Source: an optimization exercise on an open RTL-to-GDS flow (aim: small area). Production flows keep margins and buffers that such runs may drop.
Function was checked by simulation only, so behaviour that the tests miss may differ from the original.
No activity file was given, so power comes from the tool's default toggle rates.

`flow/run.sh`:
```
#!/bin/bash
# Layout flow: the standard ORFS flow (standard.sh: the standard synthesis,
# floorplan, power grid, tap cells, placement, CTS, routing), with two settings
# passed to it through the environment:
#  - every port still gets its own buffer, but the smallest one (buf_1);
#  - the clock tree uses clkbuf_8 sink clusters and no dummy loads.
# The whole make output goes to flow_make.log in this folder; ORFS also writes
# each step's log under orfs/logs/.
set -euo pipefail
export BUFFER_PORTS_ARGS="-buffer_cell sky130_fd_sc_hd__buf_1"
export CTS_ARGS="-sink_clustering_enable -repair_clock_nets -dont_use_dummy_load -buf_list sky130_fd_sc_hd__clkbuf_8 -sink_clustering_size 18 -sink_clustering_max_diameter 60"
bash standard.sh finish > flow_make.log 2>&1
```
`standard.sh`:
```
#!/bin/bash
# synth_recipe.tcl (not shown) runs the flow's synth.tcl, then flattens the netlist and writes it again
# the make line also repeats each setting of config.mk as NAME=value (left out here)
make -C /OpenROAD-flow-scripts/flow DESIGN_CONFIG=/design/flow/config.mk WORK_HOME=/design/flow/orfs CLKGATE_MAP_FILE= SYNTH_SCRIPT=/design/flow/synth_recipe.tcl "${@:-finish}"
```
`config.mk`:
```
export PLATFORM = sky130hd
export DESIGN_NAME = Top_Module_Controller_and_FIR
export DESIGN_NICKNAME = Top_Module_Controller_and_FIR
export VERILOG_FILES = /design/flow/design.v
export SDC_FILE = /design/flow/constraint.sdc
export NUM_CORES = 4
export LEC_CHECK = 0
export CAP_MARGIN = 20
export CORE_MARGIN = 2
export CORE_UTILIZATION = 65
export SLEW_MARGIN = 20
export SYNTH_HIERARCHICAL = 1
```
`constraint.sdc`:
```
create_clock -name core_clock -period 10.0 [get_ports {clk}]
set_input_delay 2.0000 -clock core_clock [delete_from_list [all_inputs] [get_ports {clk}]]
set_output_delay 2.0000 -clock core_clock [all_outputs]
set_load 0.01 [all_outputs]
```
`design.v`:
```
module FIR_Filter_Optimized(
  input clk,
  input CLK_Filter,
  input rst_n,
  input wire [7:0] RED_ADC_Value,
  input wire [7:0] IR_ADC_Next,
  output wire [19:0] Out_RED_Filtered,
  output wire [19:0] Out_IR_Filtered);
reg [8*46-1:0] sr;    
reg [4:0] h;          
reg [18:0] ir_hold;
reg [18:0] out_red, out_ir;
assign Out_RED_Filtered = {1'b0, out_red};
assign Out_IR_Filtered = {1'b0, out_ir};
wire [7:0] mn0 = ~(sr[31:24] & {8{h >= 5'd2}});
wire [7:0] mn1 = ~(sr[47:40] & {8{h >= 5'd3}});
wire [7:0] mn2 = ~(sr[63:56] & {8{h >= 5'd4}});
wire [7:0] mn3 = ~(sr[79:72] & {8{h >= 5'd5}});
wire [7:0] mn4 = ~(sr[95:88] & {8{h >= 5'd6}});
wire [7:0] mn5 = ~(sr[111:104] & {8{h >= 5'd7}});
wire [7:0] mn6 = ~(sr[127:120] & {8{h >= 5'd8}});
wire [7:0] mn7 = ~(sr[143:136] & {8{h >= 5'd9}});
wire [7:0] mn8 = ~(sr[159:152] & {8{h >= 5'd10}});
wire [7:0] mn9 = ~(sr[175:168] & {8{h >= 5'd11}});
wire [7:0] mn10 = ~(sr[191:184] & {8{h >= 5'd12}});
wire [7:0] mn11 = ~(sr[207:200] & {8{h >= 5'd13}});
wire [7:0] mn12 = ~(sr[223:216] & {8{h >= 5'd14}});
wire [7:0] mn13 = ~(sr[239:232] & {8{h >= 5'd15}});
wire [7:0] mn14 = ~(sr[255:248] & {8{h >= 5'd16}});
wire [7:0] mn15 = ~(sr[271:264] & {8{h >= 5'd17}});
wire [7:0] mn16 = ~(sr[287:280] & {8{h >= 5'd18}});
wire [7:0] mn17 = ~(sr[303:296] & {8{h >= 5'd19}});
wire [7:0] mn18 = ~(sr[319:312] & {8{h >= 5'd20}});
wire [7:0] mn19 = ~(sr[335:328] & {8{h >= 5'd21}});
wire [7:0] mn20 = ~(sr[351:344] & {8{h >= 5'd22}});
wire [7:0] mn21 = ~(sr[367:360] & {8{h >= 5'd23}});
wire hs1, hc2, fs3, fc4, fs5, fc6, fs7, fc8, fs9, fc10, fs11, fc12, fs13, fc14, fs15, fc16, hs17, hc18, fs19, fc20, fs21, fc22, fs23, fc24, fs25, fc26, fs27, fc28, fs29, fc30, fs31, fc32, hs33, hc34, fs35, fc36, fs37, fc38, fs39, fc40, fs41, fc42, fs43, fc44, fs45, fc46, fs47, fc48, hs49, hc50, fs51, fc52, fs53, fc54, fs55, fc56, fs57, fc58, fs59, fc60, fs61, fc62, fs63, fc64, hs65, hc66, fs67, fc68, fs69, fc70, fs71, fc72, fs73, fc74, fs75, fc76, fs77, fc78, fs79, fc80, hs81, hc82, fs83, fc84, fs85, fc86, fs87, fc88, fs89, fc90, fs91, fc92, fs93, fc94, fs95, fc96, hs97, hc98, fs99, fc100, fs101, fc102, fs103, fc104, fs105, fc106, fs107, fc108, fs109, fc110, fs111, fc112, hs113, hc114, fs115, fc116, fs117, fc118, fs119, fc120, fs121, fc122, fs123, fc124, fs125, fc126, fs127, fc128, nv129, nv130, nv131, nv132, nv133, nv134, nv135, nv136, nv137, nv138, nv139, nv140, nv141, nv142, nv143, nv144, nv145, nv146, nv147, nv148, nv149, nv150, nv151, nv152, nv153, nv154, nv155, nv156, nv157, nv158, nv159, nv160, nv161, nv162, nv163, nv164, nv165, nv166, nv167, nv168, nv169, nv170, nv171, nv172, nv173, nv174, nv175, nv176, nv177, nv178, nv179, nv180, nv181, nv182, fs183, fc184, hs185, hc186, fs187, fc188, fs189, fc190, fs191, fc192, fs193, fc194, fs195, fc196, fs197, fc198, fs199, fc200, fs201, fc202, fs203, fc204, fs205, fc206, fs207, fc208, fs209, fc210, fs211, fc212, fs213, fc214, fs215, fc216, fs217, fc218, fs219, fc220, fs221, fc222, fs223, fc224, fs225, fc226, fs227, fc228, fs229, fc230, fs231, fc232, fs233, fc234, fs235, fc236, fs237, fc238, fs239, fc240, fs241, fc242, fs243, fc244, fs245, fc246, fs247, fc248, fs249, fc250, fs251, fc252, fs253, fc254, fs255, fc256, fs257, fc258, fs259, fc260, fs261, fc262, fs263, fc264, fs265, fc266, fs267, fc268, fs269, fc270, fs271, fc272, fs273, fc274, fs275, fc276, fs277, fc278, fs279, fc280, fs281, fc282, fs283, fc284, fs285, fc286, fs287, fc288, fs289, fc290, fs291, fc292, fs293, fc294, fs295, fc296, hs297, hc298, fs299, fc300, fs301, fc302, fs303, fc304, fs305, fc306, fs307, fc308, fs309, fc310, fs311, fc312, fs313, fc314, fs315, fc316, fs317, fc318, fs319, fc320, fs321, fc322, fs323, fc324, fs325, fc326, fs327, fc328, fs329, fc330, fs331, fc332, fs333, fc334, fs335, fc336, fs337, fc338, fs339, fc340, fs341, fc342, fs343, fc344, fs345, fc346, fs347, fc348, fs349, fc350, fs351, fc352, fs353, fc354, fs355, fc356, fs357, fc358, fs359, fc360, fs361, fc362, fs363, fc364, fs365, fc366, fs367, fc368, fs369, fc370, fs371, fc372, fs373, fc374, fs375, fc376, fs377, fc378, fs379, fc380, fs381, fc382, fs383, fc384, fs385, fc386, fs387, fc388, fs389, fc390, fs391, fc392, fs393, fc394, fs395, fc396, fs397, fc398, fs399, fc400, fs401, fc402, fs403, fc404, fs405, fc406, fs407, fc408, fs409, fc410, fs411, fc412, fs413, fc414, fs415, fc416, fs417, fc418, fs419, fc420, fs421, fc422, fs423, fc424, fs425, fc426, fs427, fc428, fs429, fc430, fs431, fc432, fs433, fc434, fs435, fc436, fs437, fc438, fs439, fc440, fs441, fc442, fs443, fc444, fs445, fc446, fs447, fc448, fs449, fc450, fs451, fc452, fs453, fc454, fs455, fc456, fs457, fc458, fs459, fc460, fs461, fc462, fs463, fc464, fs465, fc466, fs467, fc468, fs469, fc470, fs471, fc472, fs473, fc474, fs475, fc476, fs477, fc478, fs479, fc480, fs481, fc482, fs483, fc484, fs485, fc486, hs487, hc488, fs489, fc490, fs491, fc492, fs493, fc494, fs495, fc496, fs497, fc498, fs499, fc500, fs501, fc502, fs503, fc504, fs505, fc506, fs507, fc508, fs509, fc510, fs511, fc512, fs513, fc514, fs515, fc516, fs517, fc518, fs519, fc520, fs521, fc522, fs523, fc524, fs525, fc526, fs527, fc528, fs529, fc530, hs531, hc532, fs533, fc534, fs535, fc536, fs537, fc538, fs539, fc540, fs541, fc542, fs543, fc544, fs545, fc546, fs547, fc548, fs549, fc550, fs551, fc552, fs553, fc554, fs555, fc556, fs557, fc558, fs559, fc560, fs561, fc562, fs563, fc564, fs565, fc566, fs567, fc568, fs569, fc570, fs571, fc572, fs573, fc574, fs575, fc576, fs577, fc578, fs579, fc580, fs581, fc582, fs583, fc584, fs585, fc586, fs587, fc588, fs589, fc590, fs591, fc592, fs593, fc594, fs595, fc596, fs597, fc598, fs599, fc600, hs601, hc602, fs603, fc604, fs605, fc606, fs607, fc608, fs609, fc610, fs611, fc612, fs613, fc614, fs615, fc616, fs617, fc618, fs619, fc620, fs621, fc622, fs623, fc624, fs625, fc626, hs627, hc628, fs629, fc630, fs631, fc632, fs633, fc634, fs635, fc636, fs637, fc638, fs639, fc640, fs641, fc642, fs643, fc644, fs645, fc646, hs647, hc648, fs649, fc650, fs651, fc652, fs653, fc654, fs655, fc656, fs657, fc658, fs659, fc660, fs661, fc662, fs663, fc664, hs665, hc666, fs667, fc668, hs669, hc670, hs671, hc672;
HA uhs1(.a(mn1[0]), .b(mn20[0]), .s(hs1), .co(hc2));
FA ufs3(.a(mn1[1]), .b(mn20[1]), .c(hc2), .s(fs3), .co(fc4));
FA ufs5(.a(mn1[2]), .b(mn20[2]), .c(fc4), .s(fs5), .co(fc6));
FA ufs7(.a(mn1[3]), .b(mn20[3]), .c(fc6), .s(fs7), .co(fc8));
FA ufs9(.a(mn1[4]), .b(mn20[4]), .c(fc8), .s(fs9), .co(fc10));
FA ufs11(.a(mn1[5]), .b(mn20[5]), .c(fc10), .s(fs11), .co(fc12));
FA ufs13(.a(mn1[6]), .b(mn20[6]), .c(fc12), .s(fs13), .co(fc14));
FA ufs15(.a(mn1[7]), .b(mn20[7]), .c(fc14), .s(fs15), .co(fc16));
HA uhs17(.a(mn3[0]), .b(mn18[0]), .s(hs17), .co(hc18));
FA ufs19(.a(mn3[1]), .b(mn18[1]), .c(hc18), .s(fs19), .co(fc20));
FA ufs21(.a(mn3[2]), .b(mn18[2]), .c(fc20), .s(fs21), .co(fc22));
FA ufs23(.a(mn3[3]), .b(mn18[3]), .c(fc22), .s(fs23), .co(fc24));
FA ufs25(.a(mn3[4]), .b(mn18[4]), .c(fc24), .s(fs25), .co(fc26));
FA ufs27(.a(mn3[5]), .b(mn18[5]), .c(fc26), .s(fs27), .co(fc28));
FA ufs29(.a(mn3[6]), .b(mn18[6]), .c(fc28), .s(fs29), .co(fc30));
FA ufs31(.a(mn3[7]), .b(mn18[7]), .c(fc30), .s(fs31), .co(fc32));
HA uhs33(.a(mn4[0]), .b(mn17[0]), .s(hs33), .co(hc34));
FA ufs35(.a(mn4[1]), .b(mn17[1]), .c(hc34), .s(fs35), .co(fc36));
FA ufs37(.a(mn4[2]), .b(mn17[2]), .c(fc36), .s(fs37), .co(fc38));
FA ufs39(.a(mn4[3]), .b(mn17[3]), .c(fc38), .s(fs39), .co(fc40));
FA ufs41(.a(mn4[4]), .b(mn17[4]), .c(fc40), .s(fs41), .co(fc42));
FA ufs43(.a(mn4[5]), .b(mn17[5]), .c(fc42), .s(fs43), .co(fc44));
FA ufs45(.a(mn4[6]), .b(mn17[6]), .c(fc44), .s(fs45), .co(fc46));
FA ufs47(.a(mn4[7]), .b(mn17[7]), .c(fc46), .s(fs47), .co(fc48));
HA uhs49(.a(mn5[0]), .b(mn16[0]), .s(hs49), .co(hc50));
FA ufs51(.a(mn5[1]), .b(mn16[1]), .c(hc50), .s(fs51), .co(fc52));
FA ufs53(.a(mn5[2]), .b(mn16[2]), .c(fc52), .s(fs53), .co(fc54));
FA ufs55(.a(mn5[3]), .b(mn16[3]), .c(fc54), .s(fs55), .co(fc56));
FA ufs57(.a(mn5[4]), .b(mn16[4]), .c(fc56), .s(fs57), .co(fc58));
FA ufs59(.a(mn5[5]), .b(mn16[5]), .c(fc58), .s(fs59), .co(fc60));
FA ufs61(.a(mn5[6]), .b(mn16[6]), .c(fc60), .s(fs61), .co(fc62));
FA ufs63(.a(mn5[7]), .b(mn16[7]), .c(fc62), .s(fs63), .co(fc64));
HA uhs65(.a(mn6[0]), .b(mn15[0]), .s(hs65), .co(hc66));
FA ufs67(.a(mn6[1]), .b(mn15[1]), .c(hc66), .s(fs67), .co(fc68));
FA ufs69(.a(mn6[2]), .b(mn15[2]), .c(fc68), .s(fs69), .co(fc70));
FA ufs71(.a(mn6[3]), .b(mn15[3]), .c(fc70), .s(fs71), .co(fc72));
FA ufs73(.a(mn6[4]), .b(mn15[4]), .c(fc72), .s(fs73), .co(fc74));
FA ufs75(.a(mn6[5]), .b(mn15[5]), .c(fc74), .s(fs75), .co(fc76));
FA ufs77(.a(mn6[6]), .b(mn15[6]), .c(fc76), .s(fs77), .co(fc78));
FA ufs79(.a(mn6[7]), .b(mn15[7]), .c(fc78), .s(fs79), .co(fc80));
HA uhs81(.a(mn7[0]), .b(mn14[0]), .s(hs81), .co(hc82));
FA ufs83(.a(mn7[1]), .b(mn14[1]), .c(hc82), .s(fs83), .co(fc84));
FA ufs85(.a(mn7[2]), .b(mn14[2]), .c(fc84), .s(fs85), .co(fc86));
FA ufs87(.a(mn7[3]), .b(mn14[3]), .c(fc86), .s(fs87), .co(fc88));
FA ufs89(.a(mn7[4]), .b(mn14[4]), .c(fc88), .s(fs89), .co(fc90));
FA ufs91(.a(mn7[5]), .b(mn14[5]), .c(fc90), .s(fs91), .co(fc92));
FA ufs93(.a(mn7[6]), .b(mn14[6]), .c(fc92), .s(fs93), .co(fc94));
FA ufs95(.a(mn7[7]), .b(mn14[7]), .c(fc94), .s(fs95), .co(fc96));
HA uhs97(.a(mn8[0]), .b(mn13[0]), .s(hs97), .co(hc98));
FA ufs99(.a(mn8[1]), .b(mn13[1]), .c(hc98), .s(fs99), .co(fc100));
FA ufs101(.a(mn8[2]), .b(mn13[2]), .c(fc100), .s(fs101), .co(fc102));
FA ufs103(.a(mn8[3]), .b(mn13[3]), .c(fc102), .s(fs103), .co(fc104));
FA ufs105(.a(mn8[4]), .b(mn13[4]), .c(fc104), .s(fs105), .co(fc106));
FA ufs107(.a(mn8[5]), .b(mn13[5]), .c(fc106), .s(fs107), .co(fc108));
FA ufs109(.a(mn8[6]), .b(mn13[6]), .c(fc108), .s(fs109), .co(fc110));
FA ufs111(.a(mn8[7]), .b(mn13[7]), .c(fc110), .s(fs111), .co(fc112));
HA uhs113(.a(mn9[0]), .b(mn12[0]), .s(hs113), .co(hc114));
FA ufs115(.a(mn9[1]), .b(mn12[1]), .c(hc114), .s(fs115), .co(fc116));
FA ufs117(.a(mn9[2]), .b(mn12[2]), .c(fc116), .s(fs117), .co(fc118));
FA ufs119(.a(mn9[3]), .b(mn12[3]), .c(fc118), .s(fs119), .co(fc120));
FA ufs121(.a(mn9[4]), .b(mn12[4]), .c(fc120), .s(fs121), .co(fc122));
FA ufs123(.a(mn9[5]), .b(mn12[5]), .c(fc122), .s(fs123), .co(fc124));
FA ufs125(.a(mn9[6]), .b(mn12[6]), .c(fc124), .s(fs125), .co(fc126));
FA ufs127(.a(mn9[7]), .b(mn12[7]), .c(fc126), .s(fs127), .co(fc128));
assign nv129 = ~hs17;
assign nv130 = ~fs19;
assign nv131 = ~fs21;
assign nv132 = ~fs23;
assign nv133 = ~fs25;
assign nv134 = ~fs27;
assign nv135 = ~fs29;
assign nv136 = ~fs31;
assign nv137 = ~fc32;
assign nv138 = ~hs49;
assign nv139 = ~fs51;
assign nv140 = ~fs53;
assign nv141 = ~fs55;
assign nv142 = ~fs57;
assign nv143 = ~fs59;
assign nv144 = ~fs61;
assign nv145 = ~fs63;
assign nv146 = ~fc64;
assign nv147 = ~hs65;
assign nv148 = ~fs67;
assign nv149 = ~fs69;
assign nv150 = ~fs71;
assign nv151 = ~fs73;
assign nv152 = ~fs75;
assign nv153 = ~fs77;
assign nv154 = ~fs79;
assign nv155 = ~fc80;
assign nv156 = ~hs81;
assign nv157 = ~fs83;
assign nv158 = ~fs85;
assign nv159 = ~fs87;
assign nv160 = ~fs89;
assign nv161 = ~fs91;
assign nv162 = ~fs93;
assign nv163 = ~fs95;
assign nv164 = ~fc96;
assign nv165 = ~hs97;
assign nv166 = ~fs99;
assign nv167 = ~fs101;
assign nv168 = ~fs103;
assign nv169 = ~fs105;
assign nv170 = ~fs107;
assign nv171 = ~fs109;
assign nv172 = ~fs111;
assign nv173 = ~fc112;
assign nv174 = ~hs113;
assign nv175 = ~fs115;
assign nv176 = ~fs117;
assign nv177 = ~fs119;
assign nv178 = ~fs121;
assign nv179 = ~fs123;
assign nv180 = ~fs125;
assign nv181 = ~fs127;
assign nv182 = ~fc128;
FA ufs183(.a(1'b1), .b(hs33), .c(nv156), .s(fs183), .co(fc184));
HA uhs185(.a(nv165), .b(fs183), .s(hs185), .co(hc186));
FA ufs187(.a(mn0[0]), .b(mn21[0]), .c(hs1), .s(fs187), .co(fc188));
FA ufs189(.a(hs33), .b(hs113), .c(nv147), .s(fs189), .co(fc190));
FA ufs191(.a(fs35), .b(fc184), .c(fs187), .s(fs191), .co(fc192));
FA ufs193(.a(nv157), .b(nv166), .c(fs189), .s(fs193), .co(fc194));
FA ufs195(.a(hc186), .b(fs191), .c(fs193), .s(fs195), .co(fc196));
FA ufs197(.a(1'b1), .b(mn0[1]), .c(mn21[1]), .s(fs197), .co(fc198));
FA ufs199(.a(nv129), .b(nv138), .c(fs197), .s(fs199), .co(fc200));
FA ufs201(.a(fs3), .b(fs35), .c(fs115), .s(fs201), .co(fc202));
FA ufs203(.a(fc188), .b(fc190), .c(nv148), .s(fs203), .co(fc204));
FA ufs205(.a(fs199), .b(fs37), .c(fc192), .s(fs205), .co(fc206));
FA ufs207(.a(nv158), .b(nv167), .c(fs201), .s(fs207), .co(fc208));
FA ufs209(.a(fc194), .b(fs203), .c(fs205), .s(fs209), .co(fc210));
FA ufs211(.a(fs207), .b(fc196), .c(fs209), .s(fs211), .co(fc212));
FA ufs213(.a(1'b1), .b(mn0[2]), .c(mn21[2]), .s(fs213), .co(fc214));
FA ufs215(.a(hs1), .b(hs33), .c(nv174), .s(fs215), .co(fc216));
FA ufs217(.a(fc198), .b(fs213), .c(nv130), .s(fs217), .co(fc218));
FA ufs219(.a(nv139), .b(fs215), .c(fc200), .s(fs219), .co(fc220));
FA ufs221(.a(fs5), .b(fs37), .c(fs117), .s(fs221), .co(fc222));
FA ufs223(.a(fc202), .b(nv149), .c(fc204), .s(fs223), .co(fc224));
FA ufs225(.a(fs217), .b(fs219), .c(fs39), .s(fs225), .co(fc226));
FA ufs227(.a(fc206), .b(fs221), .c(nv159), .s(fs227), .co(fc228));
FA ufs229(.a(nv168), .b(fc208), .c(fs223), .s(fs229), .co(fc230));
FA ufs231(.a(fs225), .b(fc210), .c(fs227), .s(fs231), .co(fc232));
FA ufs233(.a(fs229), .b(fc212), .c(fs231), .s(fs233), .co(fc234));
FA ufs235(.a(mn0[3]), .b(mn21[3]), .c(mn2[0]), .s(fs235), .co(fc236));
FA ufs237(.a(mn19[0]), .b(hs65), .c(nv165), .s(fs237), .co(fc238));
FA ufs239(.a(fc214), .b(fs235), .c(fs3), .s(fs239), .co(fc240));
FA ufs241(.a(fs35), .b(fc216), .c(nv175), .s(fs241), .co(fc242));
FA ufs243(.a(fs237), .b(nv131), .c(nv140), .s(fs243), .co(fc244));
FA ufs245(.a(fs239), .b(fc218), .c(fs241), .s(fs245), .co(fc246));
FA ufs247(.a(fc220), .b(fc222), .c(fs7), .s(fs247), .co(fc248));
FA ufs249(.a(fs39), .b(fs119), .c(nv150), .s(fs249), .co(fc250));
FA ufs251(.a(fc224), .b(fs243), .c(fs245), .s(fs251), .co(fc252));
FA ufs253(.a(fs41), .b(fc226), .c(nv160), .s(fs253), .co(fc254));
FA ufs255(.a(nv169), .b(fc228), .c(fs247), .s(fs255), .co(fc256));
FA ufs257(.a(fc230), .b(fs249), .c(fs251), .s(fs257), .co(fc258));
FA ufs259(.a(fc232), .b(fs253), .c(fs255), .s(fs259), .co(fc260));
FA ufs261(.a(fs257), .b(fc234), .c(fs259), .s(fs261), .co(fc262));
FA ufs263(.a(1'b1), .b(mn0[4]), .c(mn21[4]), .s(fs263), .co(fc264));
FA ufs265(.a(mn2[1]), .b(mn19[1]), .c(hs17), .s(fs265), .co(fc266));
FA ufs267(.a(hs33), .b(nv156), .c(fc236), .s(fs267), .co(fc268));
FA ufs269(.a(fs263), .b(fs67), .c(fc238), .s(fs269), .co(fc270));
FA ufs271(.a(fs265), .b(nv166), .c(fs267), .s(fs271), .co(fc272));
FA ufs273(.a(fs5), .b(fs37), .c(fc240), .s(fs273), .co(fc274));
FA ufs275(.a(nv176), .b(fc242), .c(fs269), .s(fs275), .co(fc276));
FA ufs277(.a(fs271), .b(fs273), .c(nv132), .s(fs277), .co(fc278));
FA ufs279(.a(nv141), .b(fc244), .c(fc246), .s(fs279), .co(fc280));
FA ufs281(.a(fs275), .b(fs9), .c(fs41), .s(fs281), .co(fc282));
FA ufs283(.a(fs121), .b(fc248), .c(nv151), .s(fs283), .co(fc284));
FA ufs285(.a(fc250), .b(fs277), .c(fc252), .s(fs285), .co(fc286));
FA ufs287(.a(fs279), .b(fs43), .c(nv161), .s(fs287), .co(fc288));
FA ufs289(.a(nv170), .b(fc254), .c(fc256), .s(fs289), .co(fc290));
FA ufs291(.a(fs281), .b(fs283), .c(fc258), .s(fs291), .co(fc292));
FA ufs293(.a(fs285), .b(fc260), .c(fs287), .s(fs293), .co(fc294));
FA ufs295(.a(fs289), .b(fs291), .c(fc262), .s(fs295), .co(fc296));
HA uhs297(.a(fs293), .b(fs295), .s(hs297), .co(hc298));
FA ufs299(.a(mn0[5]), .b(mn21[5]), .c(mn2[2]), .s(fs299), .co(fc300));
FA ufs301(.a(mn19[2]), .b(hs49), .c(hs65), .s(fs301), .co(fc302));
FA ufs303(.a(fc264), .b(fs299), .c(fs19), .s(fs303), .co(fc304));
FA ufs305(.a(fs35), .b(fc266), .c(fs301), .s(fs305), .co(fc306));
FA ufs307(.a(nv157), .b(fc268), .c(fs69), .s(fs307), .co(fc308));
FA ufs309(.a(fc270), .b(nv167), .c(fs303), .s(fs309), .co(fc310));
FA ufs311(.a(fs305), .b(fc272), .c(fc274), .s(fs311), .co(fc312));
FA ufs313(.a(fs7), .b(fs39), .c(fs307), .s(fs313), .co(fc314));
FA ufs315(.a(nv177), .b(fc276), .c(fs309), .s(fs315), .co(fc316));
FA ufs317(.a(nv133), .b(nv142), .c(fc278), .s(fs317), .co(fc318));
FA ufs319(.a(fs311), .b(fc280), .c(fs313), .s(fs319), .co(fc320));
FA ufs321(.a(fs315), .b(fs11), .c(fs43), .s(fs321), .co(fc322));
FA ufs323(.a(fs123), .b(fc282), .c(nv152), .s(fs323), .co(fc324));
FA ufs325(.a(fc284), .b(fs317), .c(fc286), .s(fs325), .co(fc326));
FA ufs327(.a(fs319), .b(fs45), .c(nv162), .s(fs327), .co(fc328));
FA ufs329(.a(nv171), .b(fc288), .c(fc290), .s(fs329), .co(fc330));
FA ufs331(.a(fs321), .b(fs323), .c(fc292), .s(fs331), .co(fc332));
FA ufs333(.a(fs325), .b(fc294), .c(fs327), .s(fs333), .co(fc334));
FA ufs335(.a(fs329), .b(fs331), .c(fs333), .s(fs335), .co(fc336));
FA ufs337(.a(fc296), .b(hc298), .c(fs335), .s(fs337), .co(fc338));
FA ufs339(.a(1'b1), .b(mn0[6]), .c(mn21[6]), .s(fs339), .co(fc340));
FA ufs341(.a(mn2[3]), .b(mn19[3]), .c(mn10[0]), .s(fs341), .co(fc342));
FA ufs343(.a(mn11[0]), .b(hs81), .c(hs97), .s(fs343), .co(fc344));
FA ufs345(.a(hs113), .b(fc300), .c(fs339), .s(fs345), .co(fc346));
FA ufs347(.a(fs341), .b(fs51), .c(fs67), .s(fs347), .co(fc348));
FA ufs349(.a(fc302), .b(fs343), .c(fs345), .s(fs349), .co(fc350));
FA ufs351(.a(fs21), .b(fs37), .c(fc304), .s(fs351), .co(fc352));
FA ufs353(.a(fc306), .b(nv158), .c(fs347), .s(fs353), .co(fc354));
FA ufs355(.a(fs349), .b(fc308), .c(fs71), .s(fs355), .co(fc356));
FA ufs357(.a(fs351), .b(nv168), .c(fc310), .s(fs357), .co(fc358));
FA ufs359(.a(fs353), .b(fc312), .c(fs9), .s(fs359), .co(fc360));
FA ufs361(.a(fs41), .b(nv178), .c(fc314), .s(fs361), .co(fc362));
FA ufs363(.a(fs355), .b(fc316), .c(fs357), .s(fs363), .co(fc364));
FA ufs365(.a(nv134), .b(nv143), .c(fc318), .s(fs365), .co(fc366));
FA ufs367(.a(fs359), .b(fc320), .c(fs361), .s(fs367), .co(fc368));
FA ufs369(.a(fs363), .b(fs13), .c(fs45), .s(fs369), .co(fc370));
FA ufs371(.a(fs125), .b(fc322), .c(nv153), .s(fs371), .co(fc372));
FA ufs373(.a(fc324), .b(fs365), .c(fc326), .s(fs373), .co(fc374));
FA ufs375(.a(fs367), .b(fs47), .c(nv163), .s(fs375), .co(fc376));
FA ufs377(.a(nv172), .b(fc328), .c(fc330), .s(fs377), .co(fc378));
FA ufs379(.a(fs369), .b(fs371), .c(fc332), .s(fs379), .co(fc380));
FA ufs381(.a(fs373), .b(fc334), .c(fs375), .s(fs381), .co(fc382));
FA ufs383(.a(fs377), .b(fs379), .c(fc336), .s(fs383), .co(fc384));
FA ufs385(.a(fs381), .b(fc338), .c(fs383), .s(fs385), .co(fc386));
FA ufs387(.a(1'b1), .b(mn0[7]), .c(mn21[7]), .s(fs387), .co(fc388));
FA ufs389(.a(mn2[4]), .b(mn19[4]), .c(mn10[1]), .s(fs389), .co(fc390));
FA ufs391(.a(mn11[1]), .b(fc340), .c(fc342), .s(fs391), .co(fc392));
FA ufs393(.a(fs387), .b(fs389), .c(fs83), .s(fs393), .co(fc394));
FA ufs395(.a(fs99), .b(fs115), .c(fc344), .s(fs395), .co(fc396));
FA ufs397(.a(fc346), .b(fs391), .c(fs53), .s(fs397), .co(fc398));
FA ufs399(.a(fs69), .b(fc348), .c(fs393), .s(fs399), .co(fc400));
FA ufs401(.a(fs395), .b(fc350), .c(fc352), .s(fs401), .co(fc402));
FA ufs403(.a(fs23), .b(fs39), .c(fs397), .s(fs403), .co(fc404));
FA ufs405(.a(nv159), .b(fc354), .c(fs399), .s(fs405), .co(fc406));
FA ufs407(.a(fs73), .b(fc356), .c(nv169), .s(fs407), .co(fc408));
FA ufs409(.a(fc358), .b(fs401), .c(fs403), .s(fs409), .co(fc410));
FA ufs411(.a(fs405), .b(fs11), .c(fs43), .s(fs411), .co(fc412));
FA ufs413(.a(fc360), .b(nv179), .c(fc362), .s(fs413), .co(fc414));
FA ufs415(.a(fc364), .b(fs407), .c(fs409), .s(fs415), .co(fc416));
FA ufs417(.a(nv135), .b(nv144), .c(fc366), .s(fs417), .co(fc418));
FA ufs419(.a(fs411), .b(fc368), .c(fs413), .s(fs419), .co(fc420));
FA ufs421(.a(fs415), .b(fc48), .c(nv164), .s(fs421), .co(fc422));
FA ufs423(.a(nv173), .b(fs15), .c(fs47), .s(fs423), .co(fc424));
FA ufs425(.a(fs127), .b(fc370), .c(nv154), .s(fs425), .co(fc426));
FA ufs427(.a(fc372), .b(fs417), .c(fc374), .s(fs427), .co(fc428));
FA ufs429(.a(fs419), .b(fc376), .c(fc378), .s(fs429), .co(fc430));
FA ufs431(.a(fs421), .b(fs423), .c(fs425), .s(fs431), .co(fc432));
FA ufs433(.a(fs427), .b(fc380), .c(fs429), .s(fs433), .co(fc434));
FA ufs435(.a(fc382), .b(fs431), .c(fs433), .s(fs435), .co(fc436));
FA ufs437(.a(fc384), .b(fs435), .c(fc386), .s(fs437), .co(fc438));
FA ufs439(.a(1'b1), .b(mn2[5]), .c(mn19[5]), .s(fs439), .co(fc440));
FA ufs441(.a(mn10[2]), .b(mn11[2]), .c(fc388), .s(fs441), .co(fc442));
FA ufs443(.a(fc390), .b(fs439), .c(fc392), .s(fs443), .co(fc444));
FA ufs445(.a(fs441), .b(fs85), .c(fs101), .s(fs445), .co(fc446));
FA ufs447(.a(fs117), .b(fc394), .c(fc396), .s(fs447), .co(fc448));
FA ufs449(.a(fs443), .b(fc398), .c(fs55), .s(fs449), .co(fc450));
FA ufs451(.a(fs71), .b(fs445), .c(fs447), .s(fs451), .co(fc452));
FA ufs453(.a(fc400), .b(fc402), .c(fs25), .s(fs453), .co(fc454));
FA ufs455(.a(fs41), .b(nv160), .c(fc404), .s(fs455), .co(fc456));
FA ufs457(.a(fs449), .b(fc406), .c(fs451), .s(fs457), .co(fc458));
FA ufs459(.a(fs75), .b(nv170), .c(fc408), .s(fs459), .co(fc460));
FA ufs461(.a(fs453), .b(fc410), .c(fs455), .s(fs461), .co(fc462));
FA ufs463(.a(fs457), .b(fs13), .c(fs45), .s(fs463), .co(fc464));
FA ufs465(.a(fc412), .b(nv180), .c(fc414), .s(fs465), .co(fc466));
FA ufs467(.a(fs459), .b(fc416), .c(fs461), .s(fs467), .co(fc468));
FA ufs469(.a(fc16), .b(fc48), .c(fc128), .s(fs469), .co(fc470));
FA ufs471(.a(nv155), .b(nv136), .c(nv145), .s(fs471), .co(fc472));
FA ufs473(.a(fc418), .b(fs463), .c(fc420), .s(fs473), .co(fc474));
FA ufs475(.a(fs465), .b(fs467), .c(fc422), .s(fs475), .co(fc476));
FA ufs477(.a(fc424), .b(fs469), .c(fc426), .s(fs477), .co(fc478));
FA ufs479(.a(fs471), .b(fc428), .c(fs473), .s(fs479), .co(fc480));
FA ufs481(.a(fc430), .b(fs475), .c(fs477), .s(fs481), .co(fc482));
FA ufs483(.a(fc432), .b(fs479), .c(fc434), .s(fs483), .co(fc484));
FA ufs485(.a(fs481), .b(fc436), .c(fs483), .s(fs485), .co(fc486));
HA uhs487(.a(fc438), .b(fs485), .s(hs487), .co(hc488));
FA ufs489(.a(mn2[6]), .b(mn19[6]), .c(mn10[3]), .s(fs489), .co(fc490));
FA ufs491(.a(mn11[3]), .b(fc440), .c(fs489), .s(fs491), .co(fc492));
FA ufs493(.a(fc442), .b(fs491), .c(fc444), .s(fs493), .co(fc494));
FA ufs495(.a(fc446), .b(fc448), .c(fs87), .s(fs495), .co(fc496));
FA ufs497(.a(fs103), .b(fs119), .c(fs493), .s(fs497), .co(fc498));
FA ufs499(.a(fs57), .b(fs73), .c(fc450), .s(fs499), .co(fc500));
FA ufs501(.a(fc452), .b(fs495), .c(fs497), .s(fs501), .co(fc502));
FA ufs503(.a(fs27), .b(fs43), .c(fc454), .s(fs503), .co(fc504));
FA ufs505(.a(nv161), .b(fc456), .c(fs499), .s(fs505), .co(fc506));
FA ufs507(.a(fc458), .b(fs501), .c(fs77), .s(fs507), .co(fc508));
FA ufs509(.a(nv171), .b(fc460), .c(fs503), .s(fs509), .co(fc510));
FA ufs511(.a(fc462), .b(fs505), .c(nv137), .s(fs511), .co(fc512));
FA ufs513(.a(nv146), .b(fs15), .c(fs47), .s(fs513), .co(fc514));
FA ufs515(.a(fc464), .b(nv181), .c(fc466), .s(fs515), .co(fc516));
FA ufs517(.a(fs507), .b(fs509), .c(fc468), .s(fs517), .co(fc518));
FA ufs519(.a(fc470), .b(fc472), .c(fs511), .s(fs519), .co(fc520));
FA ufs521(.a(fs513), .b(fc474), .c(fs515), .s(fs521), .co(fc522));
FA ufs523(.a(fs517), .b(fc476), .c(fc478), .s(fs523), .co(fc524));
FA ufs525(.a(fs519), .b(fc480), .c(fs521), .s(fs525), .co(fc526));
FA ufs527(.a(fc482), .b(fs523), .c(fs525), .s(fs527), .co(fc528));
FA ufs529(.a(fc484), .b(fs527), .c(fc486), .s(fs529), .co(fc530));
HA uhs531(.a(hc488), .b(fs529), .s(hs531), .co(hc532));
FA ufs533(.a(mn2[7]), .b(mn19[7]), .c(mn10[4]), .s(fs533), .co(fc534));
FA ufs535(.a(mn11[4]), .b(fc490), .c(fs533), .s(fs535), .co(fc536));
FA ufs537(.a(fc492), .b(fs535), .c(fc494), .s(fs537), .co(fc538));
FA ufs539(.a(fs89), .b(fs105), .c(fs121), .s(fs539), .co(fc540));
FA ufs541(.a(fc496), .b(fc498), .c(fs537), .s(fs541), .co(fc542));
FA ufs543(.a(fs59), .b(fs75), .c(fc500), .s(fs543), .co(fc544));
FA ufs545(.a(fs539), .b(fc502), .c(fs541), .s(fs545), .co(fc546));
FA ufs547(.a(fs29), .b(fs45), .c(fc504), .s(fs547), .co(fc548));
FA ufs549(.a(nv162), .b(fc506), .c(fs543), .s(fs549), .co(fc550));
FA ufs551(.a(fs545), .b(fc16), .c(fc48), .s(fs551), .co(fc552));
FA ufs553(.a(nv182), .b(fs79), .c(fc508), .s(fs553), .co(fc554));
FA ufs555(.a(nv172), .b(fc510), .c(fs547), .s(fs555), .co(fc556));
FA ufs557(.a(fs549), .b(fc512), .c(fc514), .s(fs557), .co(fc558));
FA ufs559(.a(fs551), .b(fc516), .c(fs553), .s(fs559), .co(fc560));
FA ufs561(.a(fs555), .b(fc518), .c(fc520), .s(fs561), .co(fc562));
FA ufs563(.a(fs557), .b(fc522), .c(fs559), .s(fs563), .co(fc564));
FA ufs565(.a(fc524), .b(fs561), .c(fc526), .s(fs565), .co(fc566));
FA ufs567(.a(fs563), .b(fc528), .c(fs565), .s(fs567), .co(fc568));
FA ufs569(.a(fs567), .b(fc530), .c(hc532), .s(fs569), .co(fc570));
FA ufs571(.a(1'b1), .b(mn10[5]), .c(mn11[5]), .s(fs571), .co(fc572));
FA ufs573(.a(fc534), .b(fs571), .c(fc536), .s(fs573), .co(fc574));
FA ufs575(.a(fs573), .b(fc538), .c(fs91), .s(fs575), .co(fc576));
FA ufs577(.a(fs107), .b(fs123), .c(fc540), .s(fs577), .co(fc578));
FA ufs579(.a(fc542), .b(fs61), .c(fs77), .s(fs579), .co(fc580));
FA ufs581(.a(fc544), .b(fs575), .c(fs577), .s(fs581), .co(fc582));
FA ufs583(.a(fc546), .b(fc80), .c(nv173), .s(fs583), .co(fc584));
FA ufs585(.a(fs31), .b(fs47), .c(fc548), .s(fs585), .co(fc586));
FA ufs587(.a(nv163), .b(fc550), .c(fs579), .s(fs587), .co(fc588));
FA ufs589(.a(fs581), .b(fc552), .c(fc554), .s(fs589), .co(fc590));
FA ufs591(.a(fs583), .b(fc556), .c(fs585), .s(fs591), .co(fc592));
FA ufs593(.a(fs587), .b(fc558), .c(fs589), .s(fs593), .co(fc594));
FA ufs595(.a(fc560), .b(fs591), .c(fc562), .s(fs595), .co(fc596));
FA ufs597(.a(fs593), .b(fc564), .c(fs595), .s(fs597), .co(fc598));
FA ufs599(.a(fc566), .b(fs597), .c(fc568), .s(fs599), .co(fc600));
HA uhs601(.a(fc570), .b(fs599), .s(hs601), .co(hc602));
FA ufs603(.a(mn10[6]), .b(mn11[6]), .c(fc572), .s(fs603), .co(fc604));
FA ufs605(.a(fs603), .b(fc574), .c(fs93), .s(fs605), .co(fc606));
FA ufs607(.a(fs109), .b(fs125), .c(fc576), .s(fs607), .co(fc608));
FA ufs609(.a(fc578), .b(fc32), .c(fc48), .s(fs609), .co(fc610));
FA ufs611(.a(nv164), .b(fs63), .c(fs79), .s(fs611), .co(fc612));
FA ufs613(.a(fc580), .b(fc582), .c(fs605), .s(fs613), .co(fc614));
FA ufs615(.a(fs607), .b(fc584), .c(fc586), .s(fs615), .co(fc616));
FA ufs617(.a(fs609), .b(fc588), .c(fs611), .s(fs617), .co(fc618));
FA ufs619(.a(fs613), .b(fc590), .c(fs615), .s(fs619), .co(fc620));
FA ufs621(.a(fc592), .b(fs617), .c(fc594), .s(fs621), .co(fc622));
FA ufs623(.a(fs619), .b(fc596), .c(fs621), .s(fs623), .co(fc624));
FA ufs625(.a(fc598), .b(fs623), .c(fc600), .s(fs625), .co(fc626));
HA uhs627(.a(hc602), .b(fs625), .s(hs627), .co(hc628));
FA ufs629(.a(mn10[7]), .b(mn11[7]), .c(fc604), .s(fs629), .co(fc630));
FA ufs631(.a(fs629), .b(fc64), .c(fc80), .s(fs631), .co(fc632));
FA ufs633(.a(fs95), .b(fs111), .c(fs127), .s(fs633), .co(fc634));
FA ufs635(.a(fc606), .b(fc608), .c(fc610), .s(fs635), .co(fc636));
FA ufs637(.a(fc612), .b(fs631), .c(fc614), .s(fs637), .co(fc638));
FA ufs639(.a(fs633), .b(fc616), .c(fs635), .s(fs639), .co(fc640));
FA ufs641(.a(fc618), .b(fs637), .c(fc620), .s(fs641), .co(fc642));
FA ufs643(.a(fs639), .b(fc622), .c(fs641), .s(fs643), .co(fc644));
FA ufs645(.a(fc624), .b(fs643), .c(fc626), .s(fs645), .co(fc646));
HA uhs647(.a(hc628), .b(fs645), .s(hs647), .co(hc648));
FA ufs649(.a(fc630), .b(fc96), .c(fc112), .s(fs649), .co(fc650));
FA ufs651(.a(fc128), .b(fc632), .c(fc634), .s(fs651), .co(fc652));
FA ufs653(.a(fs649), .b(fc636), .c(fs651), .s(fs653), .co(fc654));
FA ufs655(.a(fc638), .b(fc640), .c(fs653), .s(fs655), .co(fc656));
FA ufs657(.a(fc642), .b(fs655), .c(fc644), .s(fs657), .co(fc658));
FA ufs659(.a(fs657), .b(fc646), .c(hc648), .s(fs659), .co(fc660));
FA ufs661(.a(fc650), .b(fc652), .c(fc654), .s(fs661), .co(fc662));
FA ufs663(.a(fc656), .b(fs661), .c(fc658), .s(fs663), .co(fc664));
HA uhs665(.a(fc660), .b(fs663), .s(hs665), .co(hc666));
FA ufs667(.a(1'b1), .b(fc662), .c(fc664), .s(fs667), .co(fc668));
HA uhs669(.a(hc666), .b(fs667), .s(hs669), .co(hc670));
HA uhs671(.a(fc668), .b(hc670), .s(hs671), .co(hc672));
wire [18:0] sum_n = {hs671, hs669, hs665, fs659, hs647, hs627, hs601, fs569, hs531, hs487, fs437, fs385, fs337, hs297, fs261, fs233, fs211, fs195, hs185};
always @(posedge clk) begin
  sr <= {sr[8*45-1:0], CLK_Filter ? RED_ADC_Value : IR_ADC_Next};
  ir_hold <= ~sum_n;
  if (rst_n) begin
    h <= 5'd0;
    out_red <= 19'd0;
    out_ir <= 19'd0;
  end else if (CLK_Filter) begin
    if (h != 5'd23) h <= h + 5'd1;
    out_red <= ~sum_n;
    out_ir <= ir_hold;
  end
end
endmodule
module FA(input a, input b, input c, output s, output co);
assign s = a ^ b ^ c;
assign co = (a & b) | (c & (a ^ b));
endmodule
module HA(input a, input b, output s, output co);
assign s = a ^ b;
assign co = a & b;
endmodule
module Controller_StateMachine(ADC, clk, Find_Setting, rst_n, LED_Drive, DC_Comp, LED_IR, LED_RED, PGA_Gain,
                               RED_ADC_Value, IR_ADC_Next, CLK_Filter);
	input  wire [7:0] ADC;
	input  wire clk;
	input  wire rst_n;           
	input  wire Find_Setting;
	output wire [3:0] LED_Drive;
	output reg  [6:0] DC_Comp;
	output wire LED_IR;
	output wire LED_RED;
	output reg  [3:0] PGA_Gain;
	output reg  [7:0] RED_ADC_Value;  
	output wire [7:0] IR_ADC_Next;    
	output reg  CLK_Filter;
	localparam [3:0] S_IDLE  = 4'd0,   
	                 S_RST4  = 4'd1,   
	                 S_ROP   = 4'd2,
	                 S_RGAIN = 4'd3,
	                 S_IOP   = 4'd4,
	                 S_IGAIN = 4'd5,
	                 S_AR    = 4'd6,
	                 S_AI    = 4'd7,
	                 S_ALT   = 4'd8;
	reg [3:0]  st;
	reg [1:0]  prev;         
	reg [15:0] gw;           
	reg [4:0]  cnt;
	reg [7:0]  vmin, vmax;
	reg [6:0]  oth_op;
	reg [3:0]  oth_g;
	reg        led_ir;
	reg [7:0]  IR_ADC_Value;
	assign LED_Drive = 4'd10;
	assign LED_IR  = led_ir;
	assign LED_RED = ~led_ir;
	wire in_reset = (st == S_IDLE) | (st == S_RST4);
	wire win_done = cnt[4] & cnt[2];
	wire aw_ok    = cnt[3] & cnt[1];
	wire in_alt   = (st == S_ALT) | (st == S_AR) | (st == S_AI);
	wire in_rng = (ADC < 8'd240) & (ADC > 8'd5);
	wire clip   = (ADC > 8'd240) | (ADC < 8'd5);
	wire gw_ok  = (|gw[15:10]) | (gw[9] & ((|gw[8:6]) | (gw[5] & (|gw[4:0]))));
	wire [8:0] cmin, cmax;
	assign cmin[0] = 1'b1;    
	assign cmax[0] = 1'b0;    
	genvar gi;
	generate for (gi = 0; gi < 8; gi = gi + 1) begin : cmp
		assign cmin[gi+1] = (ADC[gi] & ~vmin[gi]) | (cmin[gi] & (ADC[gi] | ~vmin[gi]));
		assign cmax[gi+1] = (ADC[gi] & ~vmax[gi]) | (cmax[gi] & (ADC[gi] | ~vmax[gi]));
	end endgenerate
	wire lt_min = ~cmin[8];
	wire gt_max = cmax[8];
	wire [7:0] dcy;           
	wire [7:2] q;             
	assign dcy[1] = vmax[0] | ~vmin[0];
	assign dcy[2] = (vmax[1] & ~vmin[1]) | (dcy[1] & (vmax[1] | ~vmin[1]));
	generate for (gi = 2; gi < 7; gi = gi + 1) begin : sub
		FA u(.a(vmax[gi]), .b(~vmin[gi]), .c(dcy[gi]), .s(q[gi]), .co(dcy[gi+1]));
	end endgenerate
	assign q[7] = vmax[7] ^ ~vmin[7] ^ dcy[7];
	wire [7:0] mid;
	wire [7:0] mcy;
	HA m0(.a(vmin[0]), .b(q[2]), .s(mid[0]), .co(mcy[1]));
	generate for (gi = 1; gi < 6; gi = gi + 1) begin : add
		FA u(.a(vmin[gi]), .b(q[gi+2]), .c(mcy[gi]), .s(mid[gi]), .co(mcy[gi+1]));
	end endgenerate
	HA m6(.a(vmin[6]), .b(mcy[6]), .s(mid[6]), .co(mcy[7]));
	assign mid[7] = vmin[7] ^ mcy[7];
	wire accept = (mid >= 8'd117) & (mid <= 8'd137);
	wire [15:0] gw_inc;
	wire [15:0] gcy;
	assign gw_inc[0] = ~gw[0];
	assign gcy[1] = gw[0];
	generate for (gi = 1; gi < 15; gi = gi + 1) begin : ginc
		HA u(.a(gw[gi]), .b(gcy[gi]), .s(gw_inc[gi]), .co(gcy[gi+1]));
	end endgenerate
	assign gw_inc[15] = gw[15] ^ gcy[15];
	assign IR_ADC_Next = rst_n ? 8'd0 :
	                     Find_Setting ? IR_ADC_Value :
	                     in_reset ? 8'd0 :
	                     ((st == S_ALT) & (prev == 2'd2)) ? ADC : IR_ADC_Value;
	always @(posedge clk) begin
		IR_ADC_Value <= IR_ADC_Next;
		if (rst_n) CLK_Filter <= 1'b0;
		else CLK_Filter <= ~CLK_Filter;
	end
	always @(posedge clk) begin
		if (rst_n) begin
			st <= S_IDLE;
			prev <= 2'd0;
			led_ir <= 1'b0;
			DC_Comp <= 7'd0;
			PGA_Gain <= 4'd0;
			gw <= 16'd545;
			cnt <= 5'd0;
			vmin <= 8'd255;
			vmax <= 8'd0;
			RED_ADC_Value <= 8'd0;
		end else if (Find_Setting) begin
			st <= S_ROP;
			if (in_alt) cnt <= 5'd1;
		end else begin
			case (st)
			S_IDLE, S_RST4: begin
				led_ir <= 1'b0;
				DC_Comp <= 7'd0;
				PGA_Gain <= 4'd0;
				gw <= 16'd545;
				cnt <= 5'd0;
				vmin <= 8'd255;
				vmax <= 8'd0;
				RED_ADC_Value <= 8'd0;
				st <= (st == S_RST4) ? S_IOP : S_IDLE;
			end
			S_ROP, S_IOP: begin
				if (st == S_IOP) led_ir <= 1'b1;
				if (!win_done) begin
					if (lt_min) vmin <= ADC;
					if (gt_max) vmax <= ADC;
					cnt <= cnt + 5'd1;
				end else begin
					vmin <= 8'd255;
					vmax <= 8'd0;
					cnt <= 5'd1;
					if (accept) begin
						if (st == S_ROP) begin oth_op <= DC_Comp; st <= S_RGAIN; end
						else st <= S_IGAIN;
					end else
						DC_Comp <= DC_Comp + 7'd10;
				end
			end
			S_RGAIN, S_IGAIN: begin
				if (in_rng & gw_ok) PGA_Gain <= PGA_Gain + 4'd1;
				if ((in_rng & gw_ok) | clip) gw <= 16'd1;
				else gw <= gw_inc;
				if (clip) begin
					if (st == S_RGAIN) begin oth_g <= PGA_Gain; st <= S_RST4; end
					else begin st <= S_ALT; cnt <= 5'd10; end
				end
			end
			S_ALT: begin
				if (aw_ok) begin
					cnt <= 5'd1;
					st <= (prev == 2'd1) ? S_AI : S_AR;
				end else
					cnt <= cnt + 5'd1;
				if (prev == 2'd1) RED_ADC_Value <= ADC;
			end
			S_AR, S_AI: begin
				if (led_ir != (st == S_AI)) begin
					DC_Comp <= oth_op;
					oth_op <= DC_Comp;
					PGA_Gain <= oth_g;
					oth_g <= PGA_Gain;
				end
				led_ir <= (st == S_AI);
				st <= S_ALT;
				prev <= (st == S_AI) ? 2'd2 : 2'd1;
			end
			default: ;
			endcase
		end
	end
endmodule
module Top_Module_Controller_and_FIR(ADC,clk,Find_Setting, rst_n, LED_Drive,DC_Comp,LED_IR,LED_RED,PGA_Gain,Out_IR_Filtered,Out_RED_Filtered);
	output wire [3:0] LED_Drive;
	output wire [6:0] DC_Comp;
	output wire LED_IR;
	output wire LED_RED;
	output wire [3:0] PGA_Gain;
	input wire [7:0] ADC;
	input wire clk;
	input wire rst_n;
	input wire Find_Setting;
	output wire [19:0] Out_IR_Filtered;
	output wire [19:0] Out_RED_Filtered;
	wire [7:0] RED_ADC_Value;
	wire [7:0] IR_ADC_Next;
	wire CLK_Filter;
	Controller_StateMachine Controller(
	.ADC(ADC), .clk(clk), .Find_Setting(Find_Setting), .rst_n(rst_n),
	.LED_Drive(LED_Drive), .DC_Comp(DC_Comp), .LED_IR(LED_IR), .LED_RED(LED_RED), .PGA_Gain(PGA_Gain),
	.RED_ADC_Value(RED_ADC_Value), .IR_ADC_Next(IR_ADC_Next), .CLK_Filter(CLK_Filter));
	FIR_Filter_Optimized Filters(
	.clk(clk), .CLK_Filter(CLK_Filter), .rst_n(rst_n),
	.RED_ADC_Value(RED_ADC_Value), .IR_ADC_Next(IR_ADC_Next),
	.Out_RED_Filtered(Out_RED_Filtered), .Out_IR_Filtered(Out_IR_Filtered));
endmodule
```
==> impl_metrics.tcl, run 1 <==
set metrics [dict create \
    status "no timing/DRC/antenna violations" \
    start_kind "register" \
    grt_pass1_vias 12266 \
    ys_seq_area_share_pct 48.9 \
    hold_viol 0 \
    vias_per_cell 5.43 \
    cts_buffers 39 \
    die_h_um 185 \
    wl_per_cell_um 19.8 \
    vias 11843 \
    required_ns 10.49 \
    grt_overflow_total 0 \
    period_share_pct 97.0 \
    whs_path_depth 0 \
    finalPower_mw 3.42 \
    die_area_sq_um 34100 \
    critPathMaxStageDelay_ns 0.55 \
    syn2layout_area_growth_pct 6.64 \
    stdcell_area_sq_um 22600 \
    syn_area_sq_um 21200 \
    critical_path.most_common_cell "fa_1" \
    first_iter_violations 555 \
    arrival_ns 10.18 \
    antenna_left 0 \
    fin_worst_skew_ns 0.0527 \
    ys.flop_type "dfxtp_1" \
    rr_startpoint "Filters.h[0]$_SDFFE_PP0P_" \
    path_class "reg2reg" \
    antenna_found_initial 0 \
    syn_inst 1652 \
    reg2reg_to "Filters.out_red[18]$_SDFFE_PP0P_" \
    grt_usage_pct 26.5 \
    cpMaxStageDelayCell "fa_1" \
    synthTopCellsByArea "dfxtp_1 47%, fa_1 28%, nand2_1 3.8%" \
    routed_wl_um 43300 \
    path_clk_slew_ns 0.11 \
    ys_async_sr_fraction_pct 0 \
    timing.max_cap.violations 0 \
    avgSynthCellArea_sq_um 12.8 \
    ff2ff_setup_slack_ns 0.30 \
    yosysTopAreaCellShare_pct 47.4 \
    finalCriticalPeriod_ns 9.70 \
    diodes 0 \
    rows 66 \
    endpoint_kind "register" \
    drc_errors 0 \
    cts_buffer_depth 3 \
    powerDensity_nw_per_um2 151 \
    place_area_sq_um 22000 \
    yosysWarningCount 8 \
    grt_max_degree 74 \
    place_inst 2139 \
    start_util_pct 65.5 \
    fmax_ghz 0.103 \
    tightest_slew_ns 0.959 \
    maxSlewHeadroom_pct 36.1 \
    cp_top_family "adder cells" \
    synth_edf_count 11 \
    reg2reg_depth 28 \
    fillers 2428 \
    yosysTopAreaCell "dfxtp_1" \
    final_nets 2096 \
    io_buffer_count 61 \
    path_buf_inv 2 \
    drive_gt1_share_pct 7.58 \
    fp.dieW_um 185 \
    hpwl_um 34900 \
    grt_pass1_wl_um 67200 \
    worstSkewPairLatency_ns 0.59 \
    clock_sinks 513 \
    report.final.slew_viol_count 0 \
    p_leak_nw 8.38 \
    cts_tree "built" \
    gp_congestion 0.886 \
    hold_end "Filters.sr[13]$_DFF_P_" \
    synth.distinct_cells 81 \
    ctsHoldBuffers 0 \
    setup_viol 0 \
    io_pins 68 \
    hold_path.class "reg2reg" \
    ir_drop_mv 0.0959 \
    final_cells 2183 \
    path_max_fanout 9 \
    core_sq_um 32400 \
    hp-start "Filters.sr[5]$_DFF_P_" \
    synth_seq_cells 513 \
    h-tree-depth 2 \
    dr.pass1.iters 5 \
    root_buffer "clkbuf_8" \
]
## state kept, by name, indices dropped and copies added, names as in the netlist, 7 cells and up
signal                    cells
Filters.sr                  368
Controller.oth_op             7
Controller.vmin               8
Filters.ir_hold              19
Controller.IR_ADC_Value       8
Filters.out_ir               19
Filters.out_red              19
Controller.RED_ADC_Value      8
Controller.DC_Comp            7
Controller.vmax               8
Controller.gw                16
## metal layers
metal | GRT usage (%) | up-vias | share of wire [%]
li1 | - | 5504 | -
met1 | 35.9 | 5986 | 43
met2 | 44.5 | 270 | 49
met3 | 4.33 | 83 | 4.7
met4 | 7.94 | 0 | 3.1
met5 | 0 | - | 0
## metrics by stage
step	util [%]	setup slack, ns	hold WS (ns)	setup TNS [ns]
2_1_floorplan	-	0.522	0.310	0
3_3_place_gp	67.8	0.280	0.310	0
3_5_place_dp	67.8	0.160	0.312	0
4_1_cts	69.5	0.0925	0.280	0
5_1_grt	69.9	-0.000924	0.294	-0.000924
6_report	69.9	0.303	0.294	0
## cells in the final DEF (no fill, tap or decap), types with 22 or more instances in the layout
cell,instances
a21oi_1,44
buf_1,60
nor2_1,92
inv_1,97
mux2i_1,28
ha_1,38
a211oi_1,34
buf_4,33
nand3_1,22
fa_1,293
dfxtp_1,496
nand2_1,212
clkbuf_8,39
## what timing repair did
item	4_1_cts	5_1_grt
gates resized for setup	0	28
buffers inserted	0	3
endpoints found under the setup margin	0	3
## per-module statistics from Yosys, one instance, submodules excluded, excerpt
module                   flops+latches  cell area (sq um)
HA                                   0               12.5
Controller_StateMachine             83               4160
FIR_Filter_Optimized               430              10600
FA                                   0               20.0
## kinds of logic (layout without fill, tap and decap cells)
| logic type | Yosys count | in the layout | synth area share [%] |
|---|---|---|---|
| AOI/OAI and AO/OA | 197 | 197 | 6.66 |
| xor gates and xnor gates | 8 | 8 | 0.330 |
| adders and majority gates | 346 | 346 | 31.0 |
| buffers and inverters | 158 | 236 | 3.24 |
| DFF | 513 | 513 | 48.9 |
| muxes | 36 | 36 | 1.75 |
| other | 4 | 15 | 0.0708 |
| and+or+nand+nor | 390 | 390 | 7.99 |
## cells in the mapped netlist, drive strengths merged, types with 3 or more instances
cell and number:
nand3 22, or3 3, a22oi 7, o31ai 5
conb 4, a22o 19, ha 41, and3 3
fa 301, a21o 4, a211oi 36, mux2i 28
nand2b 11, mux2 8, xnor2 5, a21oi 46
dfxtp 502, a311oi 3, o211ai 3, a211o 6
nor2b 9, a31oi 3, clkbuf 29, nor2 94
nor3 10, nor4 5, xor2 3, nand2 214
maj3 4, buf 28, o22a 7, inv 100
o221ai 4, o21ai 25, edfxtp 11, or4 6
and2 4, or2 3, o22ai 5
## cell type report
cell class                      instances  area [sq um]  area share [%]
Clock buffer                           39           537            2.37
Inverter                              101           383            1.69
Multi-Input combinational cell        992         10300            45.4
Sequential cell                       513         10400            45.9
Tap cell                              442           553            2.44
Timing Repair Buffer                   95           485            2.15
Timing Repair inverter                  1          7.51          0.0332
## how the worst max path moves through the flow
| stage | slack, ns | cells after the start | from | end |
|---|---|---|---|---|
| 5_1_grt | -0.0009 | 29 | Filters.h[1]$_SDFFE_PP0P_ | Filters.out_red[18]$_SDFFE_PP0P_ |
| 6_report | 0.30 | 28 | Filters.h[0]$_SDFFE_PP0P_ | Filters.out_red[18]$_SDFFE_PP0P_ |
| 3_3_place_gp | 0.28 | 27 | Filters.h[2]$_SDFFE_PP0P_ | Filters.out_red[18]$_SDFFE_PP0P_ |
| 3_5_place_dp | 0.16 | 27 | Filters.h[2]$_SDFFE_PP0P_ | Filters.out_red[18]$_SDFFE_PP0P_ |
| 4_1_cts | 0.09 | 27 | Filters.h[2]$_SDFFE_PP0P_ | Filters.out_red[18]$_SDFFE_PP0P_ |
| 2_1_floorplan | 0.52 | 29 | Filters.h[0]$_SDFFE_PP0P_ | Filters.out_red[18]$_SDFFE_PP0P_ |
## power by group
group	internal, mW	leakage (nW)	switching, mW
logic	0.133	3.93	0.189
registers	2.10	4.17	0.0375
clock network	0.351	0.280	0.608
==> run 2, diff against run 1 <==
--- a/config.mk
+++ b/config.mk
@@ -8,5 +8,5 @@
 export CAP_MARGIN = 20
 export CORE_MARGIN = 2
-export CORE_UTILIZATION = 65
+export CORE_UTILIZATION = 60
 export SLEW_MARGIN = 20
 export SYNTH_HIERARCHICAL = 1
==> run 2 against run 1 <==
Net effect: clock skew up 0.059 ns; largest cell class unchanged; worst hold slack lost 0.022 ns; largest power group unchanged; power is essentially flat.
==> impl_metrics.tcl, run 2 <==
set metrics [dict create \
    grt_pass1_vias 12194 \
    syn2layout_area_growth_pct 6.70 \
    yosysTopAreaCell "dfxtp_1" \
    rr_startpoint "Filters.h[0]$_SDFFE_PP0P_" \
    io_pins 68 \
    multi_input_area_sq_um 10300 \
    first_iter_violations 558 \
    die_h_um 192 \
    ys_seq_area_share_pct 48.9 \
    worstSkewPairLatency_ns 0.65 \
    setup_tns_ns 0 \
    antenna_found_initial 0 \
    path_clk_slew_ns 0.10 \
    yosysTopAreaCellShare_pct 47.4 \
    root_buffer "clkbuf_8" \
    pre_cts_ws_ns 0.100 \
    synthSimpleGateAreaFrac_pct 7.99 \
    maxSlewHeadroom_pct 49.1 \
    reg2reg_depth 28 \
    hpwl_um 35300 \
    reg2reg_to "Filters.out_red[18]$_SDFFE_PP0P_" \
    io_buffer_count 61 \
    cts_buffer_depth 3 \
    ctsHoldBuffers 0 \
    rows 68 \
    routed_wl_um 43600 \
    fmax_ghz 0.103 \
    p_leak_nw 8.39 \
    fp.dieW_um 192 \
    final_common_cell "dfxtp_1" \
    cts_tree "built" \
    start_kind "register" \
    cts_buffers 39 \
    ff2ff_setup_slack_ns 0.25 \
    path_buf_inv 2 \
    clock_sinks 513 \
    powerDensity_nw_per_um2 151 \
    status "no timing/DRC/antenna violations" \
    synthTopCellsByArea "dfxtp_1 47%, fa_1 28%, nand2_1 3.8%" \
    cpMaxStageDelayCell "or4_4" \
    required_ns 10.51 \
    syn_inst 1652 \
    critPathMaxStageDelay_ns 0.56 \
    grt_usage_pct 24.9 \
    setup_viol 0 \
    drive_gt1_share_pct 7.35 \
    grt_pass1_wl_um 67800 \
    synth_mux_area_share_pct 1.75 \
    die_area_sq_um 36900 \
    crit_start "Filters.h[0]$_SDFFE_PP0P_" \
    use_met3_pct 3.98 \
    period_share_pct 97.5 \
    synth_top_family_by_area "adder cells" \
    dr.pass1.iters 5 \
    drc_errors 0 \
    vias_per_cell 5.33 \
    ys_async_sr_fraction_pct 0 \
    timing.max_cap.violations 0 \
    tightest_slew_ns 0.764 \
    ys_top_cells_by_count "502 x dfxtp_1, 301 x fa_1, 212 x nand2_1" \
    wl_per_cell_um 19.8 \
    grtUsageMet2_pct 42.1 \
    grt_overflow_total 0 \
    path_depth 28 \
    final_cells 2198 \
    largest_reg_flops 368 \
    top_usage_layer "met2" \
    vias 11726 \
    finalPower_mw 3.42 \
    regMostFlops "Filters.sr" \
    core_sq_um 34700 \
    path_class "reg2reg" \
    critPathCapture "Filters.out_red[18]$_SDFFE_PP0P_" \
    ir_drop_mv 0.149 \
    yosysMostFrequentCell "dfxtp_1" \
    final_nets 2097 \
    syn_area_sq_um 21200 \
    fin_ws_ns 0.255 \
    avgSynthCellArea_sq_um 12.8 \
    synth_seq_cells 513 \
    path_max_fanout 9 \
    fillers 2721 \
    antenna_left 0 \
    grt_max_degree 66 \
    gp_congestion 0.886 \
    synth_xor_area_share_pct 0.330 \
    use_met1_pct 33.9 \
    arrival_ns 10.25 \
    fin_worst_skew_ns 0.112 \
    ys.flop_type "dfxtp_1" \
    hold_viol 0 \
    report.final.slew_viol_count 0 \
    critical_path.most_common_cell "fa_1" \
    seq_area_sq_um 10400 \
    most-common-layout-cells "499 x dfxtp_1, 293 x fa_1, 212 x nand2_1" \
    fin_hold_ws_ns 0.272 \
    start_util_pct 61.1 \
    hold_path.class "reg2reg" \
    endpoint_kind "register" \
    synth_edf_count 11 \
    cp_top_family "adder cells" \
    synth_compound_area_share_pct 6.66 \
    yosysWarningCount 8 \
    finalCriticalPeriod_ns 9.75 \
    place_inst 2157 \
    synth_fa_ha_area_share_pct 31.0 \
    synth.distinct_cells 81 \
    h-tree-depth 2 \
]
## run 2: power by group
part	switching, mW	leakage [nW]	internal, mW
Combinational	0.194	3.94	0.132
Sequential	0.0314	4.17	2.10
Clock	0.608	0.280	0.351
## run 2: worst min path at each step
| stage | cells after the start | startpoint | slack (ns) | to |
|---|---|---|---|---|
| 2_1_floorplan | 0 | Filters.sr[96]$_DFF_P_ | 0.31 | Filters.sr[104]$_DFF_P_ |
| 3_3_place_gp | 0 | Filters.sr[193]$_DFF_P_ | 0.31 | Filters.sr[201]$_DFF_P_ |
| 3_5_place_dp | 0 | Filters.sr[167]$_DFF_P_ | 0.31 | Filters.sr[175]$_DFF_P_ |
| 4_1_cts | 0 | Filters.sr[303]$_DFF_P_ | 0.28 | Filters.sr[311]$_DFF_P_ |
| 5_1_grt | 0 | Filters.sr[303]$_DFF_P_ | 0.27 | Filters.sr[311]$_DFF_P_ |
| 6_report | 0 | Filters.sr[303]$_DFF_P_ | 0.27 | Filters.sr[311]$_DFF_P_ |
## run 2: logic make-up (layout without fill, tap and decap cells)
group / Yosys count / after routing
simple gates: 390 / 390
xor+xnor: 8 / 8
flops: 513 / 513
other cells: 4 / 16
compound gates: 197 / 197
mux: 36 / 36
buf+inv: 158 / 237
fa+ha+maj: 346 / 346
## run 2: final cells by class
class,count,share of cell area [%]
Clock buffer,39,2.37
Tap cell,455,2.52
Antenna cell,1,0.0111
Timing Repair Buffer,97,2.22
Multi-Input combinational cell,992,45.3
Inverter,101,1.67
Sequential cell,513,45.9
## run 2: modules after synthesis, one instance, submodules excluded, a selection
module                   area (sq um)  cells inside
FIR_Filter_Optimized            10600           850
HA                               12.5             1
FA                               20.0             1
Controller_StateMachine          4160           467
## run 2: timing repair
action	CTS	global route
resized for setup	0	20
endpoints found under the setup margin	0	3
setup buffers	0	1
## run 2: per-stage QoR
| step | area, sq um | utilization [%] |
|---|---|---|
| after floorplan | 21300 | - |
| after global placement | 22000 | 63.4 |
| after detailed placement | 22000 | 63.4 |
| after CTS | 22600 | 65.0 |
| after global routing | 22600 | 65.2 |
| final | 22600 | 65.2 |
## run 2: layer usage
metal | vias to the layer above | share of wire, %
met2 | 244 | 50
li1 | 5507 | -
met5 | - | 0
met1 | 5925 | 44
met3 | 50 | 4.0
met4 | 0 | 1.7

## port drivers added, routing unchanged
How much do the figures lean on ideal ports? The routed layouts below were timed once more, with nothing changed but the port constraints.
Step 1: set_driving_cell puts a clkbuf_16 on clk and a buf_2 on each other input, an assumption about the parent block.
Step 2 times the ports against the registers' clock, not the clock port: input delays grow and output delays shrink by t, the midpoint of the rising clock arrivals with the driver on.
Three values: ideal, step 1, step 2; two values: the first two.
run | shift t [ns] | setup WS [ns] | latest minus earliest clock arrival (ns) | worst register clock-pin slew, ns
run 1 | 0.611 | 0.303 / 0.303 / 0.303 | 0.054 / 0.053 | 0.11 / 0.11
run 2 | 0.643 | 0.255 / 0.255 / 0.255 | 0.112 / 0.112 | 0.11 / 0.11
After both steps setup and hold are still met in every run listed.
